From an optimization exercise on the open Yosys and OpenROAD flow, aimed at a short achievable clock period and few clock cycles; shortcuts taken in it are not production practice.
Where RTL was checked, it was by simulation tests only, not by an equivalence proof against the original.
Only the layout flow was run in run 6; the RTL was not checked for function there.
The clock cells of runs 4 to 6 come from the design's own scripts or RTL, not from TritonCTS.
The clock input has no modelled driver; a real chip could not lean on it and would need a root buffer or a full tree.
No activity file was given, so power comes from the tool's default toggle rates.

===== design/flow/design.v =====
`timescale 1ns/1ns
module reduction
#( 
    parameter SOURCE_WIDTH = 640,
    parameter SOURCE_HEIGHT = 480,
    parameter SOURCE_DATA_WIDTH = 1,
    parameter SOURCE_ADDR_WIDTH = 19,
    parameter DEST_ADDR_WIDTH = 17,
    parameter DEST_DATA_WIDTH = 1
)
(
    input clk,
    input resetn,
    input go,
    input [SOURCE_DATA_WIDTH-1:0] source_data,
    output reg [SOURCE_ADDR_WIDTH-1:0] source_addr,
    output reg [DEST_ADDR_WIDTH-1:0] dest_addr,
    output reg [DEST_DATA_WIDTH-1:0] dest_data,
    output reg dest_write_enable,
    output reg done
);
    localparam RESET = 0,
               ISSUE_READ_TL = 1,
               ISSUE_READ_TR = 2,
               ISSUE_READ_BL_AND_TL_READY = 3,
               ISSUE_READ_BR_AND_TR_READY = 4,
               BL_READY = 5,
               BR_READY = 6,
               WRITE_RESULT = 7,
               DONE = 8;
     reg [4:0] curState, nextState;
     always@(posedge clk) begin
         if(resetn == 1'b0)
             curState <= RESET;
         else
             curState <= nextState;
     end
     always@(*) begin
         case (curState)
             RESET: begin
                if(go)
                    nextState <= ISSUE_READ_TL;
                else
                    nextState <= RESET;
             end
             ISSUE_READ_TL: begin
                 nextState <= ISSUE_READ_TR;
             end
             ISSUE_READ_TR: begin
                 nextState <= ISSUE_READ_BL_AND_TL_READY;
             end
             ISSUE_READ_BL_AND_TL_READY: begin
                 nextState <= ISSUE_READ_BR_AND_TR_READY;
             end
             ISSUE_READ_BR_AND_TR_READY: begin
                 nextState <= BL_READY;
             end
             BL_READY: begin
                 nextState <= BR_READY;
             end
             BR_READY: begin
                 nextState <= WRITE_RESULT;
             end
             WRITE_RESULT: begin
                 if(dest_addr == (SOURCE_WIDTH * SOURCE_HEIGHT)/4 - 1)
                     nextState <= DONE;
                 else
                     nextState <= ISSUE_READ_TL;
             end
             DONE: begin
                 nextState <= DONE;
             end
             default: begin
                 nextState <= RESET;
             end
         endcase
     end
     reg [SOURCE_ADDR_WIDTH-1:0] source_index;
     reg last;
     always@(posedge clk) begin
        case (curState)
            RESET: begin
                source_index <= 0;
                source_addr <= 0;
                dest_addr <= 0;
                dest_data <= 0;
                dest_write_enable <= 0;
                done <= 0;
                last <= 0;
            end
            ISSUE_READ_TL: begin
                source_addr <= source_index;
                dest_write_enable <= 0;
            end
            ISSUE_READ_TR: begin
                source_addr <= source_index + 1;
            end
            ISSUE_READ_BL_AND_TL_READY: begin
                source_addr <= (source_index + SOURCE_WIDTH);
                dest_data <= source_data[0];
            end
            ISSUE_READ_BR_AND_TR_READY: begin
                source_addr <= (source_index + SOURCE_WIDTH + 1);
                dest_data <= (dest_data & source_data[0]);
            end
            BL_READY: begin
                source_addr <= 0;
                dest_data <=  (dest_data & source_data[0]);
            end
            BR_READY: begin
                source_addr <= 0;
                dest_data <= (dest_data & source_data[0]);
                dest_write_enable <= 1;
            end
            WRITE_RESULT: begin
                if( (source_index + 2) % SOURCE_WIDTH == 0) begin
                    source_index <= source_index + 2 + SOURCE_WIDTH;
                    last <= 1;
                end
                else begin
                    source_index <= source_index + 2;
                    last <= 0;
                end
                dest_addr <= dest_addr + 1;
                dest_write_enable <= 0;
            end
            DONE: begin
                done <= 1'b1;
                dest_write_enable <= 0;
            end
            default: begin
                done <= 1'b0;
                dest_data <= 1'b0;
            end
        endcase
    end
endmodule

===== design/flow/run.sh =====
#!/bin/bash
# synth_recipe.tcl (not shown) runs the flow's synth.tcl, then flattens the netlist and writes it again
# the make line also repeats each setting of config.mk as NAME=value (left out here)
make -C /OpenROAD-flow-scripts/flow DESIGN_CONFIG=/design/flow/config.mk WORK_HOME=/design/flow/orfs CLKGATE_MAP_FILE= SYNTH_SCRIPT=/design/flow/synth_recipe.tcl finish

===== design/flow/config.mk =====
export PLATFORM = sky130hd
export DESIGN_NAME = reduction
export DESIGN_NICKNAME = reduction
export VERILOG_FILES = /design/flow/design.v
export SDC_FILE = /design/flow/constraint.sdc
export NUM_CORES = 4
export LEC_CHECK = 0
export ABC_CLOCK_PERIOD_IN_PS = 10000
export CAP_MARGIN = 20
export CORE_MARGIN = 2
export CORE_UTILIZATION = 40
export PLACE_DENSITY = 0.6
export SLEW_MARGIN = 20

===== design/flow/constraint.sdc =====
create_clock -name core_clock -period 13.0 [get_ports {clk}]
set_input_delay 2.6000 -clock core_clock [delete_from_list [all_inputs] [get_ports {clk}]]
set_output_delay 2.6000 -clock core_clock [all_outputs]
set_load 0.01 [all_outputs]

==> results of run 1 <==
worst max-delay path, delay by kind of cell (launching register included):
| kind | cells | cell delay (ps) |
|---|---|---|
| AND/OR/NAND/NOR | 13 | 2970 |
| XOR/XNOR | 1 | 290 |
| AO/OA/AOI/OAI | 19 | 6900 |
| buffers and inverters | 1 | 180 |
| flip-flops | 1 | 530 |
| adder cells (fa/ha/maj) | 1 | 280 |
| multiplexers | 2 | 780 |
registers in the layout (all words and copies together), names as in the netlist:
name               flops
curState               4
dest_addr             17
dest_data              1
dest_write_enable      1
done                   1
source_addr           19
source_index          18
power breakdown:
part | total, mW | switching [mW] | internal [mW]
logic | 2.42 | 1.50 | 0.917
clock network | 0.246 | 0.0806 | 0.166
registers | 0.302 | 0.0463 | 0.256
path summary, 6_finish.rpt:
check | startpoint | end
max reg2reg | source_index[1] | source_index[15]
min reg2reg | curState[2] | curState[2]
min | curState[2] | curState[2]
max | source_index[1] | source_index[15]
cell usage in the layout, fill, tap and decap left out, types with 5 or more instances in the layout:
cell / Yosys / final
sky130_fd_sc_hd__a2111o_1: 6 / 6
sky130_fd_sc_hd__a211oi_1: 16 / 15
sky130_fd_sc_hd__a21o_1: 17 / 17
sky130_fd_sc_hd__a21oi_1: 53 / 53
sky130_fd_sc_hd__a31o_2: 6 / 6
sky130_fd_sc_hd__a31oi_1: 18 / 18
sky130_fd_sc_hd__and2_1: 19 / 19
sky130_fd_sc_hd__and3_1: 21 / 20
sky130_fd_sc_hd__and4_1: 6 / 6
sky130_fd_sc_hd__buf_4: 17 / 39
sky130_fd_sc_hd__clkbuf_16: 0 / 9
sky130_fd_sc_hd__clkdlybuf4s50_1: 0 / 42
sky130_fd_sc_hd__edfxtp_1: 57 / 57
sky130_fd_sc_hd__ha_1: 7 / 7
sky130_fd_sc_hd__inv_1: 14 / 14
sky130_fd_sc_hd__mux2i_1: 13 / 13
sky130_fd_sc_hd__nand2_1: 95 / 95
sky130_fd_sc_hd__nand3_1: 54 / 54
sky130_fd_sc_hd__nand3b_1: 10 / 10
sky130_fd_sc_hd__nand4_1: 23 / 23
sky130_fd_sc_hd__nand4b_1: 6 / 6
sky130_fd_sc_hd__nor2_1: 142 / 141
sky130_fd_sc_hd__nor2b_1: 5 / 5
sky130_fd_sc_hd__nor3_1: 39 / 39
sky130_fd_sc_hd__nor3_2: 7 / 7
sky130_fd_sc_hd__nor4_1: 15 / 15
sky130_fd_sc_hd__o2111ai_1: 5 / 5
sky130_fd_sc_hd__o211ai_1: 8 / 8
sky130_fd_sc_hd__o21a_1: 10 / 10
sky130_fd_sc_hd__o21ai_0: 44 / 44
sky130_fd_sc_hd__o22ai_1: 12 / 12
sky130_fd_sc_hd__o31a_1: 6 / 6
sky130_fd_sc_hd__o31ai_1: 7 / 7
sky130_fd_sc_hd__or3_1: 12 / 12
sky130_fd_sc_hd__or4_1: 5 / 5
sky130_fd_sc_hd__xnor2_1: 62 / 60
sky130_fd_sc_hd__xor2_1: 26 / 26
final cells by class:
class,instances,area share [%]
tap,275,3.63
clock inverter,5,0.804
multi-input combinational,926,66.2
inverter,14,0.554
timing repair buffer,81,7.52
clock buffer,10,2.41
sequential,61,18.9
kinds of logic (layout without fill, tap and decap cells):
group	Yosys count	count (layout)	synth area share (%)
xor gates and xnor gates	91	91	9.72
adders and majority gates	7	7	1.04
and+or+nand+nor	515	515	33.3
muxes	20	20	2.57
buffers and inverters	67	110	4.84
AOI/OAI and AO/OA	293	293	27.3
DFF	61	61	21.2
per-layer routing:
metal  track usage (%)  share of wire, %  vias up
met5                 0                 0        -
met2              36.0                46      304
met1              32.7                48     4075
li1                  -                 -     4126
met4              4.57               1.4        0
met3              2.17               5.2       36
timing repair:
item,4_1_cts,5_1_grt
hold endpoints to repair,0,0
buffers inserted,0,6
setup endpoints to repair,0,12
gates resized for setup,0,6
==> parameters.txt, run 1 <==
Parameter                              Value

Die
  Effective utilization at floorplan    40.4%
  Area of the core region    20900 µm²
  Boundary pin count    43
  Total die area    22300 µm²
  Die H    149 µm
  Horizontal extent of the die    149 µm
  Cell row count    53

STA
  Setup total negative slack    0 ps
  Unrepaired setup endpoints after global routing    false
  Setup Viol. Count Final    0
  Share of the clock period used by the worst path    94.1%
  Max-slew violation count    0
  Clock Skews    10.9 ps
  Fin worst setup slack    764 ps
  Headroom to the max-slew limit    33.3%
  Worst Max-Slew Pin Slew    998 ps
  Final hold violation count    0
  Highest Clock Rate    0.0817 GHz
  Worst hold margin    616 ps
  Min Tclk post-route    12240 ps

Cells and area
  Layout filler cell count    2112
  Nets    1104
  Non-filler cells in the finished layout    1372
  Area occupied by multi-input gates    6280 µm²
  Number of antenna diodes    0
  Core occupancy in the finished layout    45.4%
  Area growth from synthesis to final layout    12.5%
  FF+latch area    1790 µm²
  Share of cells above drive strength 1    13.4%
  Final non-filler cell area    9490 µm²

Clock network
  Latest clock arrival within the worst-skew pair    320 ps
  Max H-tree Level    3
  Number of buffers between clock root and the deepest sink    2
  CTS root buf    sky130_fd_sc_hd__clkbuf_16
  TritonCTS clock tree    yes
  Number of clock sinks seen by CTS    61
  Clock slew at reported path FFs    50 ps
  Number of buffers inserted during clock tree synthesis    9
  Hold_buf cts    0

Routing
  Violation count after the first detailed-route iteration    884
  Via Count    8541
  Total detailed-routing wirelength    25700 µm
  Routed wire per std cell    18.7 µm
  DRC viols    0
  Number of iterations in the first detailed-routing pass    6
  Antenna Violating Nets Remaining    0
  Routed via count divided by cell count    6.23

Synth
  Most used standard cell by instance count after synthesis    sky130_fd_sc_hd__nor2_1
  Total nets after synthesis    1065
  Area of the mapped netlist    8440 µm²
  Number of register bits inferred by synthesis    61
  Sequential area share after synthesis    21.2%
  Count of synthesis-stage warnings from yosys    1
  Biggest area consumer among synthesized cells    sky130_fd_sc_hd__edfxtp_1
  Instance count of the mapped netlist    1054
  Syn_area_per_cell    8.00 µm²
  Share of async-settable or async-resettable flops after synthesis    0%
  Netlist cell types    117
  Synth area leaders    sky130_fd_sc_hd__edfxtp_1 (20%), sky130_fd_sc_hd__xnor2_1 (6.4%), sky130_fd_sc_hd__nor2_1 (6.3%), sky130_fd_sc_hd__nand2_1 (4.2%), sky130_fd_sc_hd__nand3_1 (3.2%)
  Leading register cell type out of synthesis    sky130_fd_sc_hd__edfxtp_1
  Proportion of netlist area held by the largest area contributor    20.3%
  Post-synth EDFFs    57
  Synth top cells by count    sky130_fd_sc_hd__nor2_1 (142), sky130_fd_sc_hd__nand2_1 (95), sky130_fd_sc_hd__xnor2_1 (62), sky130_fd_sc_hd__edfxtp_1 (57), sky130_fd_sc_hd__nand3_1 (54)

Global route
  GRT overflow    0
  Overall fraction of global-route tracks in use    22.4%
  Pin count of the biggest net entering global routing    36
  Vias in the first global route    7742
  Wire length of the first global-routing pass    40600 µm
  Number of antenna violations at the first check in global routing    0

Worst setup path
  Reg-to-reg setup timing slack    760 ps
  Required time worst endpoint    13060 ps
  Startpoint kind of the worst setup timing path    register
  Stage delay of the slowest cell on the critical path    590 ps
  Highest fanout seen on the critical path    16
  Crit path kind    reg2reg
  Critical-path top delay cell    sky130_fd_sc_hd__a2111oi_4
  Arrival time at the worst endpoint    12300 ps
  Type of element capturing the critical path    register
  Cell depth of the worst flop-to-flop path    37

Placed design
  Final estimated routing congestion in global placement    0.962
  Placed instance area    9110 µm²
  Count of port buffers added during placement    42
  Post-placement cell count    1351
  Worst slack at placement    604 ps
  Placed wire-length estimate    19900 µm

Power and ir drop
  Power density over cell area    312 nW/µm²
  IR Drop Worst-Case VDD    0.000169 V
  Pwr Total    2.96 mW
  P_leak    3.19 nW

Min path
  HP Class    reg2reg
  WHS Path Cells    2

Outcome
  Run status  no timing/DRC/antenna violations

Run
  Max-capacitance violation count    0
Testbench counts, summed over its fixed seeds: cycles 3,225,612.
==> run 2, diff against run 1 <==
==> design/flow/design.v (replaced) <==
`timescale 1ns/1ns
module reduction
#(
    parameter SOURCE_WIDTH = 640,
    parameter SOURCE_HEIGHT = 480,
    parameter SOURCE_DATA_WIDTH = 1,
    parameter SOURCE_ADDR_WIDTH = 19,
    parameter DEST_ADDR_WIDTH = 17,
    parameter DEST_DATA_WIDTH = 1
)
(
    input clk,
    input resetn,
    input go,
    input [SOURCE_DATA_WIDTH-1:0] source_data,
    output reg [SOURCE_ADDR_WIDTH-1:0] source_addr,
    output reg [DEST_ADDR_WIDTH-1:0] dest_addr,
    output reg [DEST_DATA_WIDTH-1:0] dest_data,
    output reg dest_write_enable,
    output reg done
);
    localparam AW = SOURCE_ADDR_WIDTH;
    localparam DW = DEST_ADDR_WIDTH;
    localparam BOXES_PER_ROW = SOURCE_WIDTH / 2;
    localparam NBOX = (SOURCE_WIDTH * SOURCE_HEIGHT) / 4;
    reg started;
    reg          v0, v1, v2;
    reg [1:0]    k0, k1, k2;
    reg [AW-1:0] s0, s1, s2;
    reg [AW-1:0] t0, t1, t2;
    reg [DW-1:0] d0, d1, d2;
    reg [AW-1:0] ca2;        
    reg          dq;         
    reg [AW-1:0] ns, nt;     
    reg [AW-1:0] rs, rt;     
    reg [DW-1:0] nd;
    reg [8:0]    col;
    reg          lastcol, lastbox, exhausted;
    wire fin   = ~v2 | ~dq | (k2 == 2'd3);
    wire alloc = fin & started & ~exhausted;
    always @(posedge clk) begin
        if (!resetn)
            started <= 1'b0;
        else if (go)
            started <= 1'b1;
    end
    always @(posedge clk) begin
        v1 <= v0; k1 <= k0; s1 <= s0; t1 <= t0; d1 <= d0;
        v2 <= v1; k2 <= k1; s2 <= s1; t2 <= t1; d2 <= d1;
        ca2 <= (k1[0] ? s1 : t1) | {{(AW-1){1'b0}}, ~k1[1]};
        dq <= source_data[0];
        if (fin) begin
            v0 <= alloc;
            k0 <= 2'd0;
            s0 <= ns;
            t0 <= nt;
            d0 <= nd;
            source_addr <= ns;
        end else begin
            v0 <= 1'b1;
            k0 <= k2 + 2'd1;
            s0 <= s2;
            t0 <= t2;
            d0 <= d2;
            source_addr <= ca2;
        end
        dest_addr <= d2;
        dest_data <= dq;
        dest_write_enable <= v2 & (~dq | (k2 == 2'd3));
        if (!resetn) begin
            v0 <= 1'b0;
            v1 <= 1'b0;
            v2 <= 1'b0;
            dest_write_enable <= 1'b0;
        end
    end
    always @(posedge clk) begin
        if (!started) begin
            ns <= 0;
            nt <= SOURCE_WIDTH;
            rs <= 2 * SOURCE_WIDTH;
            rt <= 3 * SOURCE_WIDTH;
            nd <= 0;
            col <= 0;
            lastcol <= 1'b0;
            lastbox <= 1'b0;
            exhausted <= 1'b0;
        end else if (alloc) begin
            nd <= nd + 1'b1;
            if (lastcol) begin
                ns <= rs;
                nt <= rt;
                rs <= rs + 2 * SOURCE_WIDTH;
                rt <= rt + 2 * SOURCE_WIDTH;
                col <= 0;
                lastcol <= 1'b0;
            end else begin
                ns <= ns + 2'd2;
                nt <= nt + 2'd2;
                col <= col + 1'b1;
                lastcol <= (col == BOXES_PER_ROW - 2);
            end
            lastbox <= (nd == NBOX - 2);
            exhausted <= lastbox;
        end
    end
    always @(posedge clk) begin
        if (!resetn)
            done <= 1'b0;
        else if (started & exhausted & ~v0 & ~v1 & ~v2)
            done <= 1'b1;
    end
endmodule
==> design/flow/flow/run.sh (new file) <==
#!/bin/bash
# Standard synthesis and layout; the layout's timing repair aims for a wide
# setup margin so that cells on the I/O and register paths get sized up
# (the design's clock and constraints are unchanged).
set -euo pipefail
bash standard.sh synth > synth.log 2>&1
bash standard.sh SETUP_SLACK_MARGIN=9.8 finish > layout.log 2>&1
==> design/flow/standard.sh (new file) <==
#!/bin/bash
# synth_recipe.tcl (not shown) runs the flow's synth.tcl, then flattens the netlist and writes it again
# the make line also repeats each setting of config.mk as NAME=value (left out here)
make -C /OpenROAD-flow-scripts/flow DESIGN_CONFIG=/design/flow/config.mk WORK_HOME=/design/flow/orfs CLKGATE_MAP_FILE= SYNTH_SCRIPT=/design/flow/synth_recipe.tcl "${@:-finish}"
removed: design/flow/run.sh
==> parameters.txt, run 2 <==
Parameter                              Value

Outcome
  Run status  no timing/DRC/antenna violations

Run
  Max-capacitance violation count    0 (unchanged)

Die
  Cell row count    58 (+9.4%)
  Die H    164 µm (+9.7%)
  Total die area    26800 µm² (+20%)
  Horizontal extent of the die    164 µm (+9.7%)
  Boundary pin count    43 (unchanged)
  Area of the core region    25100 µm² (+20%)
  Effective utilization at floorplan    40.6% (+0.26 points)

Worst setup path
  Crit path kind    reg2out
  Cell depth of the worst flop-to-flop path    6 (-84%)
  Type of element capturing the critical path    primary output
  Startpoint kind of the worst setup timing path    register
  Stage delay of the slowest cell on the critical path    320 ps (-270 ps)
  Reg-to-reg critical path endpoint    lastbox
  Reg-to-reg setup timing slack    10100 ps (+9340 ps)
  CP cell instances    buf_6
  Buffering stage count on the worst path with inverters included    1 (unchanged)
  Reg-to-reg startpoint    k2[0]
  Critical-path top delay cell    sky130_fd_sc_hd__dfxtp_2
  Delay-heaviest family, CP    flip-flops
  Required time worst endpoint    10400 ps (-2660 ps)
  Timing startpoint of the critical path    done
  Arrival time at the worst endpoint    930 ps (-11370 ps)
  Highest fanout seen on the critical path    2 (-14)

Global route
  Number of antenna violations at the first check in global routing    0 (unchanged)
  Global-route track usage on met2    23.5% (-13 points)
  Wire length of the first global-routing pass    33400 µm (-18%)
  Most utilized layer in the global route result    met2
  Vias in the first global route    6495 (-16%)
  Met1 Track Usage GR    22.0% (-11 points)
  Overall fraction of global-route tracks in use    15.4% (-7.0 points)
  Pin count of the biggest net entering global routing    80 (+120%)
  Met3 demand-to-capacity share in global routing    2.95% (+0.78 points)
  GRT overflow    0 (unchanged)

STA
  Worst Max-Slew Pin Slew    992 ps (-5.60 ps)
  Setup Viol. Count Final    0 (unchanged)
  Share of the clock period used by the worst path    27.1% (-67 points)
  Min Tclk post-route    3530 ps (-8710 ps)
  Final hold violation count    0 (unchanged)
  Headroom to the max-slew limit    33.7% (+0.40 points)
  Max-slew violation count    0 (unchanged)
  Setup total negative slack    0 ps (unchanged)
  Unrepaired setup endpoints after global routing    true
  Highest Clock Rate    0.284 GHz (+250%)
  Clock Skews    15.4 ps (+4.49 ps)

Synth
  Sequential area share after synthesis    63.0% (+42 points)
  Synth area leaders    sky130_fd_sc_hd__dfxtp_1 (63%), sky130_fd_sc_hd__nand2_1 (8.1%), sky130_fd_sc_hd__mux2_2 (2.0%), sky130_fd_sc_hd__xnor2_1 (2.0%), sky130_fd_sc_hd__or4_1 (1.9%)
  Proportion of netlist area held by the largest area contributor    63.0% (+43 points)
  Most used standard cell by instance count after synthesis    sky130_fd_sc_hd__dfxtp_1
  Count of synthesis-stage warnings from yosys    1 (unchanged)
  Total nets after synthesis    1017 (-4.5%)
  Area of the mapped netlist    10200 µm² (+21%)
  Number of register bits inferred by synthesis    321 (+430%)
  Netlist cell types    54 (-54%)
  Synth top cells by count    sky130_fd_sc_hd__dfxtp_1 (321), sky130_fd_sc_hd__nand2_1 (221), sky130_fd_sc_hd__clkbuf_1 (45), sky130_fd_sc_hd__nor2_1 (39)
  Leading register cell type out of synthesis    sky130_fd_sc_hd__dfxtp_1
  Post-synth EDFFs    0 (-100%)
  Share of async-settable or async-resettable flops after synthesis    0% (unchanged)
  Syn_area_per_cell    10.2 µm² (+27%)
  Instance count of the mapped netlist    1004 (-4.7%)
  Biggest area consumer among synthesized cells    sky130_fd_sc_hd__dfxtp_1

Cells and area
  Final non-filler cell area    11900 µm² (+26%)
  Leading cell type in the layout, fill and taps excluded    sky130_fd_sc_hd__dfxtp_1
  Nets    1053 (-4.6%)
  Highest-count cells in the layout ignoring fill and taps    sky130_fd_sc_hd__dfxtp_1 (315), sky130_fd_sc_hd__nand2_1 (220), sky130_fd_sc_hd__nor2_1 (39), sky130_fd_sc_hd__clkbuf_16 (37), sky130_fd_sc_hd__buf_2 (34)
  Non-filler cells in the finished layout    1394 (+1.6%)
  Core occupancy in the finished layout    47.4% (+2.0 points)
  Area growth from synthesis to final layout    16.7%
  Number of antenna diodes    0 (unchanged)
  Share of cells above drive strength 1    12.3% (-1.1 points)

Clock network
  Number of buffers inserted during clock tree synthesis    34 (+25)
  Post-CTS Setup Repair Bufs    0 (unchanged)
  Max H-tree Level    2 (-1)
  Number of clock sinks seen by CTS    321 (+430%)
  Number of buffers between clock root and the deepest sink    3 (+1)
  Clock slew at reported path FFs    60 ps (about the same)
  Hold_buf cts    0 (unchanged)
  TritonCTS clock tree    yes
  CTS root buf    sky130_fd_sc_hd__clkbuf_16
  Latest clock arrival within the worst-skew pair    500 ps (+180 ps)

Placed design
  Final estimated routing congestion in global placement    0.798 (-17%)
  Post-placement cell count    1333 (-1.3%)
  Placed wire-length estimate    12400 µm (-37%)
  Placed instance area    10900 µm² (+20%)
  Count of port buffers added during placement    42 (unchanged)

Routing
  Total detailed-routing wirelength    20600 µm (-20%)
  Routed wire per std cell    14.8 µm (-21%)
  Routed via count divided by cell count    5.07 (-19%)
  Via Count    7072 (-17%)
  DRC viols    0 (unchanged)
  Number of iterations in the first detailed-routing pass    5 (-1)
  Violation count after the first detailed-route iteration    525 (-41%)
  Antenna Violating Nets Remaining    0 (unchanged)

Min path
  Hold path startpoint    d1[8]
  HP Class    reg2reg
  Worst min-delay path endpoint    d2[8]
  WHS Path Cells    0 (-2)

Power and ir drop
  IR Drop Worst-Case VDD    0.0000798 V (-53%)
  Power density over cell area    169 nW/µm² (-46%)
  P_leak    4.64 nW (+46%)
  Pwr Total    2.01 mW (-32%)
==> run 2: cell types whose count changed in the layout (fill, tap and decap cells not counted), moves of 34 or more <==
cell	before	now
sky130_fd_sc_hd__nand2_1	95	220
sky130_fd_sc_hd__buf_2	0	34
sky130_fd_sc_hd__clkdlybuf4s50_1	42	3
sky130_fd_sc_hd__xnor2_1	60	23
sky130_fd_sc_hd__edfxtp_1	57	0
sky130_fd_sc_hd__nor2_1	141	39
sky130_fd_sc_hd__dfxtp_1	4	315
==> run 2: metrics by stage <==
step / hold slack, ps / setup WS, ps
floorplan: 310 / 10050
global placement: 310 / 9490
detailed placement: 312 / 9510
CTS: 313 / 9450
global route: 327 / 9430
finish: 314 / 9470
==> run 2: how the worst max path moves through the flow <==
stage / to / depth (start not counted) / slack (ps)
global placement: dest_write_enable / 3 / 9490
finish: done / 1 / 9470
detailed placement: dest_write_enable / 3 / 9510
CTS: source_addr[12] / 1 / 9450
global route: dest_addr[11] / 1 / 9430
floorplan: done / 0 / 10050
==> run 2: where the power goes <==
| part | internal, mW | switching, mW |
|---|---|---|
| clock | 0.604 | 0.372 |
| sequential | 0.993 | 0.00557 |
| combinational | 0.00943 | 0.0225 |
==> run 2: cells by family after synthesis <==
logic type | after synthesis | synth area share [%]
and+or+nand+nor | 429 | 19.9
DFF | 321 | 63.0
AOI/OAI and AO/OA | 118 | 7.54
buffers and inverters | 65 | 2.55
xor gates and xnor gates | 32 | 2.75
muxes | 30 | 3.16
adders and majority gates | 9 | 1.10
==> run 2: repair_timing <==
action	4_1_cts	5_1_grt
gates cloned	0	1
resized for setup	158	9
setup endpoints to repair	44	56
==> run 2: area by class of cell <==
cell class | count | area (µm²)
fill | 2372 | 13200
sequential | 321 | 6430
multi-input combinational | 619 | 3530
clock buffer | 52 | 1060
tap | 330 | 413
timing repair buffer | 50 | 317
clock inverter | 8 | 100
inverter | 14 | 52.6
==> run 2: layer usage <==
layer | up-vias | routed length, µm | part of all wire (%)
li1 | 3554 | - | -
met1 | 3334 | 10100 | 49
met2 | 148 | 8910 | 43
met3 | 36 | 1030 | 5.0
met4 | 0 | 488 | 2.4
met5 | - | 0 | 0
Testbench counts of run 2, summed over its fixed seeds: cycles 561,903.
==> run 3, diff against run 2 <==
--- a/design/flow/design.v
+++ b/design/flow/design.v
@@ -48,5 +48,5 @@
         v1 <= v0; k1 <= k0; s1 <= s0; t1 <= t0; d1 <= d0;
         v2 <= v1; k2 <= k1; s2 <= s1; t2 <= t1; d2 <= d1;
-        ca2 <= (k1[0] ? s1 : t1) | {{(AW-1){1'b0}}, ~k1[1]};
+        ca2 <= ((k1 == 2'd0) ? s1 : t1) | {{(AW-1){1'b0}}, ~k1[0]};
         dq <= source_data[0];
         if (fin) begin
==> design/flow/run.sh (new file) <==
#!/bin/bash
# synth_recipe.tcl (not shown) runs the flow's synth.tcl, then flattens the netlist and writes it again
# the make line also repeats each setting of config.mk as NAME=value (left out here)
make -C /OpenROAD-flow-scripts/flow DESIGN_CONFIG=/design/flow/config.mk WORK_HOME=/design/flow/orfs CLKGATE_MAP_FILE= SYNTH_SCRIPT=/design/flow/synth_recipe.tcl finish
removed: design/flow/flow/run.sh
removed: design/flow/standard.sh
==> parameters.txt, run 3 <==
Parameter                              Value

Outcome
  Run status  no timing/DRC/antenna violations

STA
  Final hold violation count    0 (unchanged)
  Worst Max-Slew Pin Slew    843 ps (-150 ps)
  Headroom to the max-slew limit    43.3% (+9.6 points)
  Worst hold margin    310 ps (-4.33 ps)
  Setup total negative slack    0 ps (unchanged)
  Setup Viol. Count Final    0 (unchanged)
  Share of the clock period used by the worst path    30.4% (+3.2 points)
  Max-slew violation count    0 (unchanged)
  Unrepaired setup endpoints after global routing    false
  Min Tclk post-route    3950 ps (+419 ps)
  Clock Skews    22.5 ps (+7.09 ps)
  Highest Clock Rate    0.253 GHz (-11%)

Placed design
  Count of port buffers added during placement    42 (unchanged)
  Final estimated routing congestion in global placement    0.782 (-2.0%)
  Post-placement cell count    1329 (-0.30%)
  Placed wire-length estimate    12400 µm (-0.19%)

Synth
  Most used standard cell by instance count after synthesis    sky130_fd_sc_hd__dfxtp_1
  Count of synthesis-stage warnings from yosys    1 (unchanged)
  Post-synth EDFFs    0 (unchanged)
  Sequential area share after synthesis    62.8% (-0.13 points)
  Biggest area consumer among synthesized cells    sky130_fd_sc_hd__dfxtp_1
  Number of register bits inferred by synthesis    318 (-0.93%)
  Syn_area_per_cell    10.1 µm² (-0.23%)
  Leading register cell type out of synthesis    sky130_fd_sc_hd__dfxtp_1
  Proportion of netlist area held by the largest area contributor    62.8% (-0.13 points)
  Share of async-settable or async-resettable flops after synthesis    0% (unchanged)
  Area of the mapped netlist    10100 µm² (-0.72%)
  Netlist cell types    54 (unchanged)
  Total nets after synthesis    1012 (-0.49%)
  Instance count of the mapped netlist    999 (-0.50%)
  Synth area leaders    sky130_fd_sc_hd__dfxtp_1 (63%), sky130_fd_sc_hd__nand2_1 (8.2%), sky130_fd_sc_hd__mux2_2 (2.0%), sky130_fd_sc_hd__xnor2_1 (2.0%), sky130_fd_sc_hd__or4_1 (1.9%)
  Synth top cells by count    sky130_fd_sc_hd__dfxtp_1 (318), sky130_fd_sc_hd__nand2_1 (220), sky130_fd_sc_hd__clkbuf_1 (46), sky130_fd_sc_hd__nor2_1 (40)

Worst setup path
  Cell depth of the worst flop-to-flop path    5 (-1)
  Arrival time at the worst endpoint    1350 ps (+420 ps)
  Highest fanout seen on the critical path    2 (unchanged)
  Critical-path top delay cell    sky130_fd_sc_hd__clkdlybuf4s50_1
  Startpoint kind of the worst setup timing path    register
  Delay-heaviest family, CP    buffers and inverters
  Depth of the critical timing path with buffers and inverters included    1 (unchanged)
  Crit path kind    reg2out
  CP cell instances    clkdlybuf4s50_1
  Buffering stage count on the worst path with inverters included    1 (unchanged)
  Stage delay of the slowest cell on the critical path    530 ps (+210 ps)
  Type of element capturing the critical path    primary output
  Required time worst endpoint    10400 ps (about the same)

Cells and area
  Non-filler cells in the finished layout    1386 (-0.57%)
  Nets    1048 (-0.47%)
  FF+latch area    6370 µm² (-1.1%)
  Number of antenna diodes    0 (unchanged)
  Highest-count cells in the layout ignoring fill and taps    sky130_fd_sc_hd__dfxtp_1 (318), sky130_fd_sc_hd__nand2_1 (220), sky130_fd_sc_hd__clkdlybuf4s50_1 (42), sky130_fd_sc_hd__nor2_1 (40), sky130_fd_sc_hd__clkbuf_16 (35)
  Leading cell type in the layout, fill and taps excluded    sky130_fd_sc_hd__dfxtp_1
  Layout filler cell count    2271 (-4.3%)
  Area growth from synthesis to final layout    19.0%
  Share of cells above drive strength 1    8.33% (-4.0 points)
  Area occupied by multi-input gates    3510 µm² (-0.57%)

Min path
  WHS Path Cells    0 (unchanged)
  HP Class    reg2reg

Clock network
  Max H-tree Level    2 (unchanged)
  Latest clock arrival within the worst-skew pair    500 ps (about the same)
  Number of clock sinks seen by CTS    318 (-0.93%)
  Number of buffers between clock root and the deepest sink    3 (unchanged)
  TritonCTS clock tree    yes
  Clock slew at reported path FFs    60 ps (about the same)
  Hold_buf cts    0 (unchanged)
  Number of buffers inserted during clock tree synthesis    34 (unchanged)
  Post-CTS resize count    0 (-100%)
  Post-CTS Setup Repair Bufs    0 (unchanged)
  CTS root buf    sky130_fd_sc_hd__clkbuf_16

Routing
  Routed via count divided by cell count    5.07 (about the same)
  DRC viols    0 (unchanged)
  Routed wire per std cell    14.6 µm (-1.0%)
  Antenna Violating Nets Remaining    0 (unchanged)
  Violation count after the first detailed-route iteration    570 (+8.6%)
  Via Count    7028 (-0.62%)
  Total detailed-routing wirelength    20200 µm (-1.6%)
  Number of iterations in the first detailed-routing pass    5 (unchanged)

Global route
  GRT overflow    0 (unchanged)
  Vias in the first global route    6569 (+1.1%)
  Number of antenna violations at the first check in global routing    0 (unchanged)
  Pin count of the biggest net entering global routing    69 (-14%)
  Wire length of the first global-routing pass    33700 µm (+0.81%)
  Overall fraction of global-route tracks in use    15.5% (+0.044 points)

Die
  Effective utilization at floorplan    40.5% (-0.18 points)
  Total die area    26600 µm² (-0.71%)
  Cell row count    58 (unchanged)
  Boundary pin count    43 (unchanged)
  Horizontal extent of the die    163 µm (-0.35%)
  Die H    163 µm (-0.35%)
  Area of the core region    25000 µm² (-0.29%)

Power and ir drop
  Power density over cell area    171 nW/µm² (+1.4%)
  IR Drop Worst-Case VDD    0.0000908 V (+14%)
  P_leak    4.57 nW (-1.5%)

Run
  Max-capacitance violation count    0 (unchanged)
-- run 3: logic make-up (layout without fill, tap and decap cells) --
group / Yosys count / after routing / share of synthesized area, %
flip-flops: 318 / 318 / 62.8
AND/OR/NAND/NOR: 429 / 429 / 20.1
adder cells (fa/ha/maj): 9 / 9 / 1.11
XOR/XNOR: 32 / 32 / 2.77
AO/OA/AOI/OAI: 118 / 118 / 7.60
buffers and inverters: 64 / 121 / 2.53
multiplexers: 29 / 29 / 3.09
-- run 3: worst paths after layout --
check          start      end  slack [ps]
min            d1[2]    d2[2]         310
max reg2reg  started  lastbox       10040
min reg2reg    d1[2]    d2[2]         310
max             done     done        9050
-- run 3: final cells by class --
class	instances	share of cell area (%)
Multi-Input combinational cell	617	29.1
Sequential cell	318	52.8
Timing Repair Buffer	50	3.98
Tap cell	330	3.42
Clock buffer	43	8.09
Inverter	14	0.436
Clock inverter	14	2.16
-- run 3: through the flow --
step	area (µm²)	power, mW	utilization (%)	setup slack [ps]
after floorplan	10100	1.03	-	10050
after global placement	10800	1.04	43.2	9510
after detailed placement	10800	1.04	43.2	9500
after CTS	12100	2.09	48.2	9030
after global routing	12100	2.13	48.2	9010
final	12100	2.06	48.2	9050
-- run 3: layer usage --
layer  routed length [µm]  up-vias  share of wire [%]  GRT usage (%)
met3                  808       44                4.0           2.72
met4                  478        0                2.4           5.67
met1                 9770     3314                 48           21.3
met2                 9190      134                 45           24.4
li1                     -     3536                  -              -
met5                    0        -                  0              0
-- run 3: report_power, final --
group	internal [mW]	switching (mW)	total, mW
registers	0.984	0.00497	0.989
logic	0.00990	0.0228	0.0327
clock network	0.669	0.371	1.04
Testbench counts of run 3, summed over its fixed seeds: cycles 562,212.
==> run 4, diff against run 3 <==
--- a/design/flow/design.v
+++ b/design/flow/design.v
@@ -48,5 +48,5 @@
         v1 <= v0; k1 <= k0; s1 <= s0; t1 <= t0; d1 <= d0;
         v2 <= v1; k2 <= k1; s2 <= s1; t2 <= t1; d2 <= d1;
-        ca2 <= ((k1 == 2'd0) ? s1 : t1) | {{(AW-1){1'b0}}, ~k1[0]};
+        ca2 <= (k1[0] ? s1 : t1) | {{(AW-1){1'b0}}, ~k1[1]};
         dq <= source_data[0];
         if (fin) begin
==> design/flow/flow/run.sh (new file) <==
#!/bin/bash
# Standard synthesis and placement; a hand-built two-level clock tree with
# timing repair aiming for a wide setup margin (flow/cts.tcl) in place of
# ORFS's CTS step; then ORFS's routing and finishing with the same margin.
# The design's clock and constraints are unchanged.
set -euo pipefail
MARGIN=9.8
bash standard.sh synth > synth.log 2>&1
bash standard.sh place > place.log 2>&1
export RESULTS=$PWD/orfs/results/sky130hd/reduction/base
export FLOWDIR=$PWD/flow
export MARGIN CTS_NTOP=4 CTS_NLEAF=16 CTS_LEAF_BUF=sky130_fd_sc_hd__clkbuf_16
export DONT_USE="sky130_fd_sc_hd__probe_p_8 sky130_fd_sc_hd__probec_p_8 sky130_fd_sc_hd__lpflow_*"
openroad -no_init -exit flow/cts.tcl > cts.log 2>&1
bash standard.sh SETUP_SLACK_MARGIN=$MARGIN finish > finish.log 2>&1
==> design/flow/flow/cts.tcl (new file) <==
# Clock tree and timing repair in place of ORFS's CTS step: reads the placed
# design, builds a two-level clock tree by hand (mcts.tcl), repairs setup
# with a wide margin and then hold, and writes ORFS's 4_1_cts.odb and 4_cts.sdc.
set P $::env(FLOW_HOME)/platforms/sky130hd
set R $::env(RESULTS)
read_lef $P/lef/sky130_fd_sc_hd.tlef
read_lef $P/lef/sky130_fd_sc_hd_merged.lef
read_liberty $P/lib/sky130_fd_sc_hd__tt_025C_1v80.lib
read_db $R/3_place.odb
read_sdc $R/3_place.sdc
source $P/setRC.tcl
set_dont_use $::env(DONT_USE)

source $::env(FLOWDIR)/mcts.tcl
manual_cts $::env(CTS_NTOP) $::env(CTS_NLEAF) sky130_fd_sc_hd__clkbuf_16 $::env(CTS_LEAF_BUF)
detailed_placement
set_propagated_clock [all_clocks]
estimate_parasitics -placement
report_clock_latency
report_checks -path_delay max -format full_clock_expanded

repair_timing -setup -setup_margin $::env(MARGIN) -repair_tns 100 -verbose
detailed_placement
estimate_parasitics -placement
repair_timing -hold -hold_margin 0.05 -verbose
detailed_placement
check_placement -verbose
estimate_parasitics -placement
report_clock_latency
report_checks -path_delay max -format full_clock_expanded
report_checks -path_delay max -group_path_count 5
report_checks -path_delay min

write_db $R/4_1_cts.odb
write_sdc $R/4_cts.sdc
==> design/flow/flow/mcts.tcl (new file) <==
# Manual two-level clock tree: the clock port drives NTOP clock buffers,
# each drives some of NLEAF leaf clock buffers, and each leaf buffer feeds
# one cluster of registers (balanced k-means on positions). Every register
# sees the same two buffer stages.
proc mcts_cluster {pts nk} {
  # pts: list of {x y}; returns {assignment centres}
  set n [llength $pts]
  set cap [expr {int(ceil(double($n)/$nk))}]
  set sorted [lsort -real -index 0 $pts]
  set cx {}; set cy {}
  for {set k 0} {$k < $nk} {incr k} {
    set s [lindex $sorted [expr {int(($k+0.5)*$n/$nk)}]]
    lappend cx [lindex $s 0]; lappend cy [lindex $s 1]
  }
  for {set iter 0} {$iter < 40} {incr iter} {
    set pairs {}
    set i 0
    foreach s $pts {
      for {set k 0} {$k < $nk} {incr k} {
        set dx [expr {[lindex $s 0]-[lindex $cx $k]}]
        set dy [expr {[lindex $s 1]-[lindex $cy $k]}]
        lappend pairs [list $i $k [expr {$dx*$dx+$dy*$dy}]]
      }
      incr i
    }
    set pairs [lsort -real -index 2 $pairs]
    array unset asg; array unset cnt
    for {set k 0} {$k < $nk} {incr k} {set cnt($k) 0; set sx($k) 0.0; set sy($k) 0.0}
    foreach p $pairs {
      lassign $p i k d
      if {[info exists asg($i)]} continue
      if {$cnt($k) >= $cap} continue
      set asg($i) $k; incr cnt($k)
    }
    for {set i 0} {$i < $n} {incr i} {
      set k $asg($i)
      set sx($k) [expr {$sx($k)+[lindex $pts $i 0]}]
      set sy($k) [expr {$sy($k)+[lindex $pts $i 1]}]
    }
    set cx {}; set cy {}
    for {set k 0} {$k < $nk} {incr k} {
      lappend cx [expr {$sx($k)/max(1,$cnt($k))}]
      lappend cy [expr {$sy($k)/max(1,$cnt($k))}]
    }
  }
  set a {}
  for {set i 0} {$i < $n} {incr i} {lappend a $asg($i)}
  return [list $a $cx $cy]
}

proc mcts_buffer {block master name innet x y} {
  set inst [odb::dbInst_create $block $master $name]
  set net [odb::dbNet_create $block "${name}_net"]
  $net setSigType CLOCK
  [$inst findITerm A] connect $innet
  [$inst findITerm X] connect $net
  set w [[$inst getMaster] getWidth]
  set h [[$inst getMaster] getHeight]
  $inst setLocation [expr {int($x - $w/2)}] [expr {int($y - $h/2)}]
  $inst setPlacementStatus PLACED
  return $net
}

proc manual_cts {ntop nleaf top_master_name leaf_master_name} {
  set block [ord::get_db_block]
  set db [ord::get_db]
  set tmaster [$db findMaster $top_master_name]
  set lmaster [$db findMaster $leaf_master_name]
  set clknet [$block findNet clk]
  set sinks {}
  set pts {}
  foreach it [$clknet getITerms] {
    set bb [[$it getInst] getBBox]
    lappend sinks $it
    lappend pts [list [expr {([$bb xMin]+[$bb xMax])/2.0}] [expr {([$bb yMin]+[$bb yMax])/2.0}]]
  }
  lassign [mcts_cluster $pts $nleaf] lasg lcx lcy
  set lpts {}
  for {set k 0} {$k < $nleaf} {incr k} {lappend lpts [list [lindex $lcx $k] [lindex $lcy $k]]}
  lassign [mcts_cluster $lpts $ntop] tasg tcx tcy
  for {set t 0} {$t < $ntop} {incr t} {
    set tnet($t) [mcts_buffer $block $tmaster "clkbuf_top_$t" $clknet [lindex $tcx $t] [lindex $tcy $t]]
  }
  for {set k 0} {$k < $nleaf} {incr k} {
    set lnet($k) [mcts_buffer $block $lmaster "clkbuf_leaf_$k" $tnet([lindex $tasg $k]) [lindex $lcx $k] [lindex $lcy $k]]
  }
  set i 0
  foreach it $sinks {
    $it disconnect
    $it connect $lnet([lindex $lasg $i])
    incr i
  }
  puts "manual_cts: [llength $sinks] sinks, $nleaf leaf and $ntop top buffers"
}
==> design/flow/standard.sh (new file) <==
#!/bin/bash
# synth_recipe.tcl (not shown) runs the flow's synth.tcl, then flattens the netlist and writes it again
# the make line also repeats each setting of config.mk as NAME=value (left out here)
make -C /OpenROAD-flow-scripts/flow DESIGN_CONFIG=/design/flow/config.mk WORK_HOME=/design/flow/orfs CLKGATE_MAP_FILE= SYNTH_SCRIPT=/design/flow/synth_recipe.tcl "${@:-finish}"
removed: design/flow/run.sh
==> parameters.txt, run 4 <==
Parameter                              Value

Synth
  Syn_area_per_cell    10.2 µm² (+0.23%)
  Multiplexer fraction of the synthesized cell area    3.16% (+0.076 points)
  Post-synthesis simple-gate area fraction    19.9% (-0.15 points)
  Count of synthesis-stage warnings from yosys    1 (unchanged)
  Proportion of netlist area held by the largest area contributor    63.0% (+0.13 points)
  Area of the mapped netlist    10200 µm² (+0.73%)
  Share of async-settable or async-resettable flops after synthesis    0% (unchanged)
  Synth area leaders    sky130_fd_sc_hd__dfxtp_1 (63%), sky130_fd_sc_hd__nand2_1 (8.1%), sky130_fd_sc_hd__mux2_2 (2.0%), sky130_fd_sc_hd__xnor2_1 (2.0%), sky130_fd_sc_hd__or4_1 (1.9%)
  Combinational family with the most area after synthesis    simple AND/OR/NAND/NOR gates
  Sequential area share after synthesis    63.0% (+0.13 points)
  Post-synth EDFFs    0 (unchanged)
  Synth top cells by count    sky130_fd_sc_hd__dfxtp_1 (321), sky130_fd_sc_hd__nand2_1 (221), sky130_fd_sc_hd__clkbuf_1 (45), sky130_fd_sc_hd__nor2_1 (39)
  XOR/XNOR share of the synthesized area    2.75% (-0.020 points)
  Instance count of the mapped netlist    1004 (+0.50%)
  Netlist cell types    54 (unchanged)
  Leading register cell type out of synthesis    sky130_fd_sc_hd__dfxtp_1
  Adder and majority gate portion of the synthesized area    1.10% (-0.0080 points)
  Most used standard cell by instance count after synthesis    sky130_fd_sc_hd__dfxtp_1
  Number of register bits inferred by synthesis    321 (+0.94%)
  Post-synthesis compound-gate area fraction    7.54% (-0.055 points)
  Total nets after synthesis    1017 (+0.49%)
  Biggest area consumer among synthesized cells    sky130_fd_sc_hd__dfxtp_1

Clock network
  Clock slew at reported path FFs    80 ps (+20 ps)
  Latest clock arrival within the worst-skew pair    310 ps (-190 ps)

Power and ir drop
  Power density over cell area    141 nW/µm² (-17%)
  Pwr Total    1.59 mW (-23%)
  P_leak    4.32 nW (-5.4%)
  IR Drop Worst-Case VDD    0.0000702 V (-23%)

Die
  Total die area    26800 µm² (+0.71%)
  Boundary pin count    43 (unchanged)
  Die H    164 µm (+0.36%)
  Area of the core region    25100 µm² (+0.29%)
  Effective utilization at floorplan    40.6% (+0.18 points)
  Horizontal extent of the die    164 µm (+0.36%)
  Cell row count    58 (unchanged)

Routing
  Number of iterations in the first detailed-routing pass    7 (+2)
  Antenna Violating Nets Remaining    0 (unchanged)
  Routed via count divided by cell count    5.11 (+0.85%)
  DRC viols    0 (unchanged)
  Via Count    6924 (-1.5%)
  Violation count after the first detailed-route iteration    513 (-10%)
  Total detailed-routing wirelength    20200 µm (-0.33%)
  Routed wire per std cell    14.9 µm (+2.0%)

STA
  Fin worst setup slack    9650 ps (+599 ps)
  Setup total negative slack    0 ps (unchanged)
  Clock Skews    20.3 ps (-2.21 ps)
  Worst Max-Slew Pin Slew    1010 ps (+168 ps)
  Highest Clock Rate    0.299 GHz (+18%)
  Final hold violation count    0 (unchanged)
  Headroom to the max-slew limit    32.0% (-11 points)
  Max-slew violation count    0 (unchanged)
  Unrepaired setup endpoints after global routing    true
  Share of the clock period used by the worst path    25.8% (-4.6 points)
  Setup Viol. Count Final    0 (unchanged)
  Min Tclk post-route    3350 ps (-599 ps)

Worst setup path
  Stage delay of the slowest cell on the critical path    310 ps (-220 ps)
  Type of element capturing the critical path    primary output
  Crit path kind    reg2out
  Arrival time at the worst endpoint    750 ps (-600 ps)
  CP cell instances    buf_2
  Cell depth of the worst flop-to-flop path    6 (+1)
  Buffering stage count on the worst path with inverters included    1 (unchanged)
  Required time worst endpoint    10400 ps (about the same)
  Delay-heaviest family, CP    flip-flops
  Highest fanout seen on the critical path    1 (-1)
  Timing startpoint of the critical path    dest_data
  Startpoint kind of the worst setup timing path    register
  Reg-to-reg startpoint    k2[0]
  Depth of the critical timing path with buffers and inverters included    1 (unchanged)
  Critical-path top delay cell    sky130_fd_sc_hd__dfxtp_2

Global route
  Overall fraction of global-route tracks in use    14.7% (-0.83 points)
  Number of antenna violations at the first check in global routing    0 (unchanged)
  Pin count of the biggest net entering global routing    80 (+16%)
  GRT overflow    0 (unchanged)
  Vias in the first global route    6289 (-4.3%)
  Wire length of the first global-routing pass    32700 µm (-2.8%)

Cells and area
  Highest-count cells in the layout ignoring fill and taps    sky130_fd_sc_hd__dfxtp_1 (315), sky130_fd_sc_hd__nand2_1 (220), sky130_fd_sc_hd__nor2_1 (39), sky130_fd_sc_hd__buf_2 (35)
  Area growth from synthesis to final layout    10.2%
  Leading cell type in the layout, fill and taps excluded    sky130_fd_sc_hd__dfxtp_1
  Number of antenna diodes    0 (unchanged)
  Share of cells above drive strength 1    9.57% (+1.2 points)
  Core occupancy in the finished layout    44.8% (-3.4 points)
  Nets    1039 (-0.86%)
  Layout filler cell count    2447 (+7.7%)

Run
  Max-capacitance violation count    0 (unchanged)

Min path
  WHS Path Cells    0 (unchanged)
  HP Class    reg2reg
  Hold path startpoint    d1[13]

Placed design
  Worst slack at placement    9510 ps (+1.90 ps)
  Placed wire-length estimate    12400 µm (+0.19%)
  Final estimated routing congestion in global placement    0.798 (+2.1%)
  Count of port buffers added during placement    42 (unchanged)

Outcome
  Run status  no timing/DRC/antenna violations
## run 4: path summary, 6_finish.rpt
kind,end,slack [ps]
worst min register to register,d2[13],320
worst max-delay path,dest_data[0],9650
worst max register to register,lastbox,10050
worst min-delay path,d2[13],320
## run 4: cell families after synthesis
family | Yosys count
AO/OA/AOI/OAI | 118
XOR/XNOR | 32
adder cells (fa/ha/maj) | 9
buffers and inverters | 65
flip-flops | 321
multiplexers | 30
AND/OR/NAND/NOR | 429
## run 4: layout make-up
cell class,count,area [µm²],area share [%]
Buffer,20,500,4.45
Inverter,14,52.6,0.467
Multi-Input combinational cell,619,3530,31.4
Sequential cell,321,6430,57.2
Tap cell,330,413,3.67
Timing Repair Buffer,50,313,2.78
## run 4: stage by stage
stage          hold slack, ps  area [µm²]  instances
6_report                  316       11200       1354
3_5_place_dp              312       10900       1333
5_1_grt                   328       11200       1354
2_1_floorplan             310       10200       1004
3_3_place_gp              310       10900       1333
## run 4: routing by layer
| layer | vias up | track usage, % | share of wire [%] |
|---|---|---|---|
| met5 | - | 0 | 0 |
| met4 | 0 | 2.59 | 1.9 |
| met3 | 33 | 1.62 | 4.5 |
| met2 | 132 | 23.0 | 43 |
| met1 | 3259 | 22.0 | 50 |
| li1 | 3500 | - | - |
## run 4: report_power, final
group	total (mW)	leakage [nW]	internal [mW]	switching [mW]
clock	0.559	0.246	0.276	0.284
sequential	0.997	2.59	0.992	0.00554
combinational	0.0317	1.48	0.00919	0.0225
Testbench counts of run 4, summed over its fixed seeds: cycles 561,903.
==> run 5, diff against run 4 <==
--- a/design/flow/flow/run.sh
+++ b/design/flow/flow/run.sh
@@ -5,10 +5,10 @@
 # The design's clock and constraints are unchanged.
 set -euo pipefail
-MARGIN=9.8
+MARGIN=9.9
 bash standard.sh synth > synth.log 2>&1
 bash standard.sh place > place.log 2>&1
 export RESULTS=$PWD/orfs/results/sky130hd/reduction/base
 export FLOWDIR=$PWD/flow
-export MARGIN CTS_NTOP=4 CTS_NLEAF=16 CTS_LEAF_BUF=sky130_fd_sc_hd__clkbuf_16
+export MARGIN CTS_NTOP=4 CTS_NLEAF=24 CTS_TOP_BUF=sky130_fd_sc_hd__clkinv_16 CTS_LEAF_BUF=sky130_fd_sc_hd__clkinv_8
 export DONT_USE="sky130_fd_sc_hd__probe_p_8 sky130_fd_sc_hd__probec_p_8 sky130_fd_sc_hd__lpflow_*"
 openroad -no_init -exit flow/cts.tcl > cts.log 2>&1
--- a/design/flow/flow/cts.tcl
+++ b/design/flow/flow/cts.tcl
@@ -13,5 +13,5 @@
 
 source $::env(FLOWDIR)/mcts.tcl
-manual_cts $::env(CTS_NTOP) $::env(CTS_NLEAF) sky130_fd_sc_hd__clkbuf_16 $::env(CTS_LEAF_BUF)
+manual_cts $::env(CTS_NTOP) $::env(CTS_NLEAF) $::env(CTS_TOP_BUF) $::env(CTS_LEAF_BUF)
 detailed_placement
 set_propagated_clock [all_clocks]
--- a/design/flow/flow/mcts.tcl
+++ b/design/flow/flow/mcts.tcl
@@ -1,3 +1,3 @@
-# Manual two-level clock tree: the clock port drives NTOP clock buffers,
+# Manual two-level clock tree: the clock port drives NTOP clock buffers (or inverters),
 # each drives some of NLEAF leaf clock buffers, and each leaf buffer feeds
 # one cluster of registers (balanced k-means on positions). Every register
@@ -54,5 +54,7 @@
   $net setSigType CLOCK
   [$inst findITerm A] connect $innet
-  [$inst findITerm X] connect $net
+  foreach it [$inst getITerms] {
+    if {[$it isOutputSignal]} { $it connect $net }
+  }
   set w [[$inst getMaster] getWidth]
   set h [[$inst getMaster] getHeight]
==> parameters.txt, run 5 <==
Parameter                              Value

Cells and area
  Layout filler cell count    2449 (+0.082%)
  Highest-count cells in the layout ignoring fill and taps    sky130_fd_sc_hd__dfxtp_1 (315), sky130_fd_sc_hd__nand2_1 (220), sky130_fd_sc_hd__nor2_1 (39), sky130_fd_sc_hd__buf_2 (34)
  Number of antenna diodes    0 (unchanged)
  Nets    1047 (+0.77%)
  Area growth from synthesis to final layout    10.4%
  Share of cells above drive strength 1    10.3% (+0.70 points)
  Area occupied by multi-input gates    3530 µm² (unchanged)
  FF+latch area    6430 µm² (unchanged)
  Leading cell type in the layout, fill and taps excluded    sky130_fd_sc_hd__dfxtp_1

Placed design
  Placed wire-length estimate    12400 µm (unchanged)
  Final estimated routing congestion in global placement    0.798 (unchanged)
  Count of port buffers added during placement    42 (unchanged)

Routing
  Number of iterations in the first detailed-routing pass    7 (unchanged)
  Routed via count divided by cell count    5.12 (about the same)
  Via Count    6969 (+0.65%)
  Total detailed-routing wirelength    20300 µm (+0.82%)
  Violation count after the first detailed-route iteration    547 (+6.6%)
  Antenna Violating Nets Remaining    0 (unchanged)
  DRC viols    0 (unchanged)
  Routed wire per std cell    14.9 µm (+0.23%)

Worst setup path
  Reg-to-reg startpoint    started
  Startpoint kind of the worst setup timing path    register
  CP cell instances    buf_2
  Type of element capturing the critical path    primary output
  Crit path kind    reg2out
  Critical-path top delay cell    sky130_fd_sc_hd__dfxtp_1
  Arrival time at the worst endpoint    610 ps (-140 ps)
  Buffering stage count on the worst path with inverters included    1 (unchanged)
  Reg-to-reg setup timing slack    10160 ps (+110 ps)
  Required time worst endpoint    10400 ps (about the same)
  Stage delay of the slowest cell on the critical path    300 ps (about the same)
  Cell depth of the worst flop-to-flop path    5 (-1)
  Highest fanout seen on the critical path    1 (unchanged)
  Reg-to-reg critical path endpoint    lastbox
  Delay-heaviest family, CP    flip-flops

Synth
  Sequential area share after synthesis    63.0% (unchanged)
  Syn_area_per_cell    10.2 µm² (unchanged)
  Leading register cell type out of synthesis    sky130_fd_sc_hd__dfxtp_1
  Share of async-settable or async-resettable flops after synthesis    0% (unchanged)
  Proportion of netlist area held by the largest area contributor    63.0% (unchanged)
  Total nets after synthesis    1017 (unchanged)
  Post-synth EDFFs    0 (unchanged)
  Most used standard cell by instance count after synthesis    sky130_fd_sc_hd__dfxtp_1
  Netlist cell types    54 (unchanged)
  Area of the mapped netlist    10200 µm² (unchanged)
  Synth top cells by count    sky130_fd_sc_hd__dfxtp_1 (321), sky130_fd_sc_hd__nand2_1 (221), sky130_fd_sc_hd__clkbuf_1 (45), sky130_fd_sc_hd__nor2_1 (39)
  Instance count of the mapped netlist    1004 (unchanged)
  Biggest area consumer among synthesized cells    sky130_fd_sc_hd__dfxtp_1
  Number of register bits inferred by synthesis    321 (unchanged)
  Synth area leaders    sky130_fd_sc_hd__dfxtp_1 (63%), sky130_fd_sc_hd__nand2_1 (8.1%), sky130_fd_sc_hd__mux2_2 (2.0%), sky130_fd_sc_hd__xnor2_1 (2.0%), sky130_fd_sc_hd__or4_1 (1.9%)
  Count of synthesis-stage warnings from yosys    1 (unchanged)

Die
  Effective utilization at floorplan    40.6% (unchanged)
  Area of the core region    25100 µm² (unchanged)
  Horizontal extent of the die    164 µm (unchanged)
  Cell row count    58 (unchanged)
  Die H    164 µm (unchanged)
  Boundary pin count    43 (unchanged)
  Total die area    26800 µm² (unchanged)

Clock network
  Latest clock arrival within the worst-skew pair    190 ps (-120 ps)
  Clock slew at reported path FFs    60 ps (-20 ps)

STA
  Max-slew violation count    0 (unchanged)
  Share of the clock period used by the worst path    24.7% (-1.1 points)
  Headroom to the max-slew limit    32.8% (+0.84 points)
  Highest Clock Rate    0.312 GHz (+4.4%)
  Unrepaired setup endpoints after global routing    true
  Final hold violation count    0 (unchanged)
  Clock Skews    20.8 ps (+0.537 ps)
  Setup Viol. Count Final    0 (unchanged)
  Setup total negative slack    0 ps (unchanged)
  Worst Max-Slew Pin Slew    1010 ps (-5.29 ps)
  Min Tclk post-route    3210 ps (-142 ps)

Power and ir drop
  Power density over cell area    135 nW/µm² (-4.6%)
  Pwr Total    1.52 mW (-4.4%)
  IR Drop Worst-Case VDD    0.0000830 V (+18%)
  P_leak    4.29 nW (-0.71%)

Min path
  Worst min-delay path endpoint    s1[1]
  Hold path startpoint    s0[1]
  WHS Path Cells    0 (unchanged)
  HP Class    reg2reg

Global route
  Number of antenna violations at the first check in global routing    0 (unchanged)
  Wire length of the first global-routing pass    33200 µm (+1.6%)
  Pin count of the biggest net entering global routing    80 (unchanged)
  GRT overflow    0 (unchanged)
  Overall fraction of global-route tracks in use    14.9% (+0.29 points)
  Vias in the first global route    6388 (+1.6%)

Run
  Max-capacitance violation count    0 (unchanged)

Outcome
  Run status  no timing/DRC/antenna violations
==> run 5: cell counts after synthesis <==
No cell type changed its count.
==> run 5: final cells by class <==
class,instances,share of cell area [%]
tap,330,3.66
sequential,321,57.1
multi-input combinational,619,31.3
timing repair buffer,50,2.90
inverter,42,5.00
==> run 5: worst max path at each step <==
stage	start	endpoint	slack, ps	depth (start not counted)
after floorplan	done	done	10050	0
after detailed placement	resetn	dest_write_enable	9510	3
after global placement	resetn	dest_write_enable	9490	3
final	dest_write_enable	dest_write_enable	9790	1
after global routing	dest_write_enable	dest_write_enable	9760	1
==> run 5: power by group <==
part           internal [mW]  switching [mW]  total [mW]  leakage, nW
Combinational        0.00942          0.0224      0.0318         1.49
Sequential             0.992         0.00561       0.997         2.59
Clock                  0.101           0.389       0.489        0.211
Total                   1.10           0.417        1.52         4.29
==> run 5: logic make-up (layout without fill, tap and decap cells) <==
kind of cell               after synthesis  after routing  share of synthesized area [%]
AOI/OAI and AO/OA                      118            118                           7.54
xor gates and xnor gates                32             32                           2.75
adders and majority gates                9              9                           1.10
buffers and inverters                   65             92                           2.55
DFF                                    321            321                           63.0
muxes                                   30             30                           3.16
and+or+nand+nor                        429            430                           19.9
==> run 5: metal layers <==
metal | GRT usage (%) | vias up | wire length (µm)
met5 | 0 | - | 0
met1 | 22.0 | 3277 | 9970
met3 | 1.64 | 31 | 982
met4 | 3.27 | 0 | 473
met2 | 23.7 | 146 | 8920
li1 | - | 3515 | -
==> run 5: stage by stage <==
stage	instances	hold slack (ps)	setup slack (ps)	cell area (µm²)	util, %
3_5_place_dp	1333	312	9510	10900	43.4
5_1_grt	1362	329	9760	11300	44.9
3_3_place_gp	1333	310	9490	10900	43.4
2_1_floorplan	1004	310	10050	10200	-
6_report	1362	317	9790	11300	44.9
==> run 6, diff against run 5 <==
--- a/design/flow/design.v
+++ b/design/flow/design.v
@@ -27,11 +27,10 @@
     reg          v0, v1, v2;
     reg [1:0]    k0, k1, k2;
-    reg [AW-1:0] s0, s1, s2;
-    reg [AW-1:0] t0, t1, t2;
+    reg [AW-2:0] s0, s1, s2;
     reg [DW-1:0] d0, d1, d2;
     reg [AW-1:0] ca2;        
     reg          dq;         
-    reg [AW-1:0] ns, nt;     
-    reg [AW-1:0] rs, rt;     
+    reg [AW-2:0] ns;         
+    reg [AW-2:0] rs;         
     reg [DW-1:0] nd;
     reg [8:0]    col;
@@ -39,4 +38,6 @@
     wire fin   = ~v2 | ~dq | (k2 == 2'd3);
     wire alloc = fin & started & ~exhausted;
+    wire [AW-1:0] tl1 = {s1, 1'b0};
+    wire [AW-1:0] bl1 = tl1 + SOURCE_WIDTH;
     always @(posedge clk) begin
         if (!resetn)
@@ -46,7 +47,11 @@
     end
     always @(posedge clk) begin
-        v1 <= v0; k1 <= k0; s1 <= s0; t1 <= t0; d1 <= d0;
-        v2 <= v1; k2 <= k1; s2 <= s1; t2 <= t1; d2 <= d1;
-        ca2 <= (k1[0] ? s1 : t1) | {{(AW-1){1'b0}}, ~k1[1]};
+        v1 <= v0; k1 <= k0; s1 <= s0; d1 <= d0;
+        v2 <= v1; k2 <= k1; s2 <= s1; d2 <= d1;
+        case (k1)
+            2'd0:    ca2 <= bl1 | 1'b1;      
+            2'd1:    ca2 <= tl1 | 1'b1;      
+            default: ca2 <= bl1;             
+        endcase
         dq <= source_data[0];
         if (fin) begin
@@ -54,12 +59,10 @@
             k0 <= 2'd0;
             s0 <= ns;
-            t0 <= nt;
             d0 <= nd;
-            source_addr <= ns;
+            source_addr <= {ns, 1'b0};
         end else begin
             v0 <= 1'b1;
             k0 <= k2 + 2'd1;
             s0 <= s2;
-            t0 <= t2;
             d0 <= d2;
             source_addr <= ca2;
@@ -78,7 +81,5 @@
         if (!started) begin
             ns <= 0;
-            nt <= SOURCE_WIDTH;
-            rs <= 2 * SOURCE_WIDTH;
-            rt <= 3 * SOURCE_WIDTH;
+            rs <= SOURCE_WIDTH;
             nd <= 0;
             col <= 0;
@@ -90,12 +91,9 @@
             if (lastcol) begin
                 ns <= rs;
-                nt <= rt;
-                rs <= rs + 2 * SOURCE_WIDTH;
-                rt <= rt + 2 * SOURCE_WIDTH;
+                rs <= rs + SOURCE_WIDTH;
                 col <= 0;
                 lastcol <= 1'b0;
             end else begin
-                ns <= ns + 2'd2;
-                nt <= nt + 2'd2;
+                ns <= ns + 1'b1;
                 col <= col + 1'b1;
                 lastcol <= (col == BOXES_PER_ROW - 2);
==> parameters.txt, run 6 <==
Parameter                              Value

Outcome
  Run status  no timing/DRC/antenna violations

Cells and area
  Layout filler cell count    1640 (-33%)
  Share of cells above drive strength 1    12.9% (+2.6 points)
  Core occupancy in the finished layout    46.8% (+1.9 points)
  FF+latch area    4430 µm² (-31%)
  Non-filler cells in the finished layout    977 (-28%)
  Final non-filler cell area    8090 µm² (-28%)
  Leading cell type in the layout, fill and taps excluded    sky130_fd_sc_hd__dfxtp_1
  Number of antenna diodes    0 (unchanged)

Die
  Total die area    18800 µm² (-30%)
  Cell row count    48 (-17%)
  Horizontal extent of the die    137 µm (-16%)
  Die H    137 µm (-16%)
  Effective utilization at floorplan    40.9% (+0.24 points)

Power and ir drop
  P_leak    3.11 nW (-27%)
  Pwr Total    1.11 mW (-27%)
  Power density over cell area    137 nW/µm² (+1.4%)

Worst setup path
  Reg-to-reg critical path endpoint    nd[15]
  Startpoint kind of the worst setup timing path    register
  Required time worst endpoint    10400 ps (about the same)
  Type of element capturing the critical path    primary output
  Timing startpoint of the critical path    done
  Reg-to-reg setup timing slack    10410 ps (+250 ps)
  Cell depth of the worst flop-to-flop path    6 (+1)
  Highest fanout seen on the critical path    2 (+1)
  Reg-to-reg startpoint    k2[0]

STA
  Min Tclk post-route    3200 ps (-6.91 ps)
  Headroom to the max-slew limit    40.0% (+7.2 points)
  Setup total negative slack    0 ps (unchanged)
  Max-slew violation count    0 (unchanged)
  Worst hold margin    313 ps (-4.47 ps)
  Clock Skews    15.5 ps (-5.31 ps)
  Setup Viol. Count Final    0 (unchanged)
  Unrepaired setup endpoints after global routing    true
  Highest Clock Rate    0.313 GHz (+0.22%)
  Fin worst setup slack    9800 ps (+6.91 ps)

Routing
  Violation count after the first detailed-route iteration    316 (-42%)
  Antenna Violating Nets Remaining    0 (unchanged)
  Number of iterations in the first detailed-routing pass    5 (-2)
  Routed via count divided by cell count    4.99 (-2.5%)

Synth
  Adder and majority gate portion of the synthesized area    1.42% (+0.31 points)
  Most used standard cell by instance count after synthesis    sky130_fd_sc_hd__dfxtp_1
  Netlist cell types    54 (unchanged)
  Synth top cells by count    sky130_fd_sc_hd__dfxtp_1 (220), sky130_fd_sc_hd__nand2_1 (161), sky130_fd_sc_hd__nor2_1 (35), sky130_fd_sc_hd__a21oi_1 (29)
  Leading register cell type out of synthesis    sky130_fd_sc_hd__dfxtp_1
  Synth area leaders    sky130_fd_sc_hd__dfxtp_1 (62%), sky130_fd_sc_hd__nand2_1 (8.5%), sky130_fd_sc_hd__xnor2_1 (2.7%), sky130_fd_sc_hd__a21oi_1 (2.1%), sky130_fd_sc_hd__nor2_1 (1.9%)
  Post-synthesis simple-gate area fraction    21.3% (+1.3 points)
  Combinational family with the most area after synthesis    simple AND/OR/NAND/NOR gates
  Number of register bits inferred by synthesis    220 (-31%)
  Post-synth EDFFs    0 (unchanged)
  Area of the mapped netlist    7070 µm² (-31%)
  Sequential area share after synthesis    62.3% (-0.68 points)
  XOR/XNOR share of the synthesized area    4.34% (+1.6 points)
  Biggest area consumer among synthesized cells    sky130_fd_sc_hd__dfxtp_1
  Proportion of netlist area held by the largest area contributor    62.3% (-0.68 points)
  Post-synthesis compound-gate area fraction    6.99% (-0.55 points)

Placed design
  Placed instance area    7630 µm² (-30%)
  Count of port buffers added during placement    42 (unchanged)
  Final estimated routing congestion in global placement    0.788 (-1.3%)
  Placed wire-length estimate    8930 µm (-28%)
  Worst slack at placement    9530 ps (+28.9 ps)
  Post-placement cell count    949 (-29%)

Min path
  Worst min-delay path endpoint    s1[17]
  WHS Path Cells    0 (unchanged)
  HP Class    reg2reg
  Hold path startpoint    s0[17]

Global route
  Vias in the first global route    4650 (-27%)
  Pin count of the biggest net entering global routing    77 (-3.8%)
  Overall fraction of global-route tracks in use    14.8% (-0.14 points)

Clock network
  Latest clock arrival within the worst-skew pair    170 ps (-20 ps)

Run
  Max-capacitance violation count    0 (unchanged)
-- run 6: cell type report --
type / count / area share (%)
inverters: 43 / 7.01
multi-input cells: 443 / 30.3
flip-flops and latches: 220 / 54.7
well taps: 225 / 3.48
repair buffers: 46 / 4.53
-- run 6: worst max path at each step --
| stage | endpoint | slack [ps] |
|---|---|---|
| 6_report | done | 9800 |
| 5_1_grt | done | 9770 |
| 3_5_place_dp | source_addr[4] | 9530 |
| 3_3_place_gp | done | 9550 |
| 2_1_floorplan | source_addr[1] | 9990 |
-- run 6: power by group --
group,switching [mW],leakage (nW),internal (mW)
sequential,0.00331,1.78,0.681
combinational,0.0147,1.12,0.00634
clock,0.301,0.211,0.0990
total,0.319,3.11,0.787
-- run 6: layer usage --
metal  global-route usage (%)  vias up  routed length [µm]
met5                        0        -                   0
met4                     4.41        0                 435
met3                     2.26       33                 687
met2                     24.7      132                6470
met1                     19.8     2233                6090
li1                         -     2474                   -
-- run 6: logic make-up (layout without fill, tap and decap cells) --
family                   Yosys count  after routing
XOR/XNOR                          35             35
adder cells (fa/ha/maj)            8              8
flip-flops                       220            220
buffers and inverters             49             89
multiplexers                       3              3
AND/OR/NAND/NOR                  315            315
AO/OA/AOI/OAI                     82             82

==> what the ideal ports hide <==
No port has a modelled driver above. Below, the same layouts with a new extraction and two added sets of constraints. Step 1 assumes that a clkbuf_16 drives the clock port and a buf_2 every other input. Step 2 moves the port delays by t, midway between the first and last clock arrival at a register: inputs arrive t later, outputs are due t later. That takes back most of the time a late clock gives input paths. Slacks: ideal / step 1 / step 2; pairs: ideal / step 1.
run	shift t [ns]	slack for setup (ns)	hold WS [ns]	worst slew at a driven data input, ns
run 1	0.354	0.764 / 0.764 / 0.764	0.616 / 0.616 / 0.616	0.03
run 2	0.544	9.473 / 9.425 / 9.507	0.314 / 0.314 / 0.314	0.03
run 3	0.536	9.054 / 9.007 / 9.517	0.310 / 0.310 / 0.310	0.04
run 4	0.398	9.652 / 9.554 / 9.730	0.316 / 0.316 / 0.316	0.03
run 5	0.419	9.794 / 9.555 / 9.713	0.317 / 0.318 / 0.318	0.03
run 6	0.382	9.801 / 9.577 / 9.889	0.313 / 0.313 / 0.313	0.03
After both steps every run listed still meets setup and hold. For run 5, which loses most, drivers alone change the setup slack by -0.239 ns; drivers and shift together by -0.081 ns.
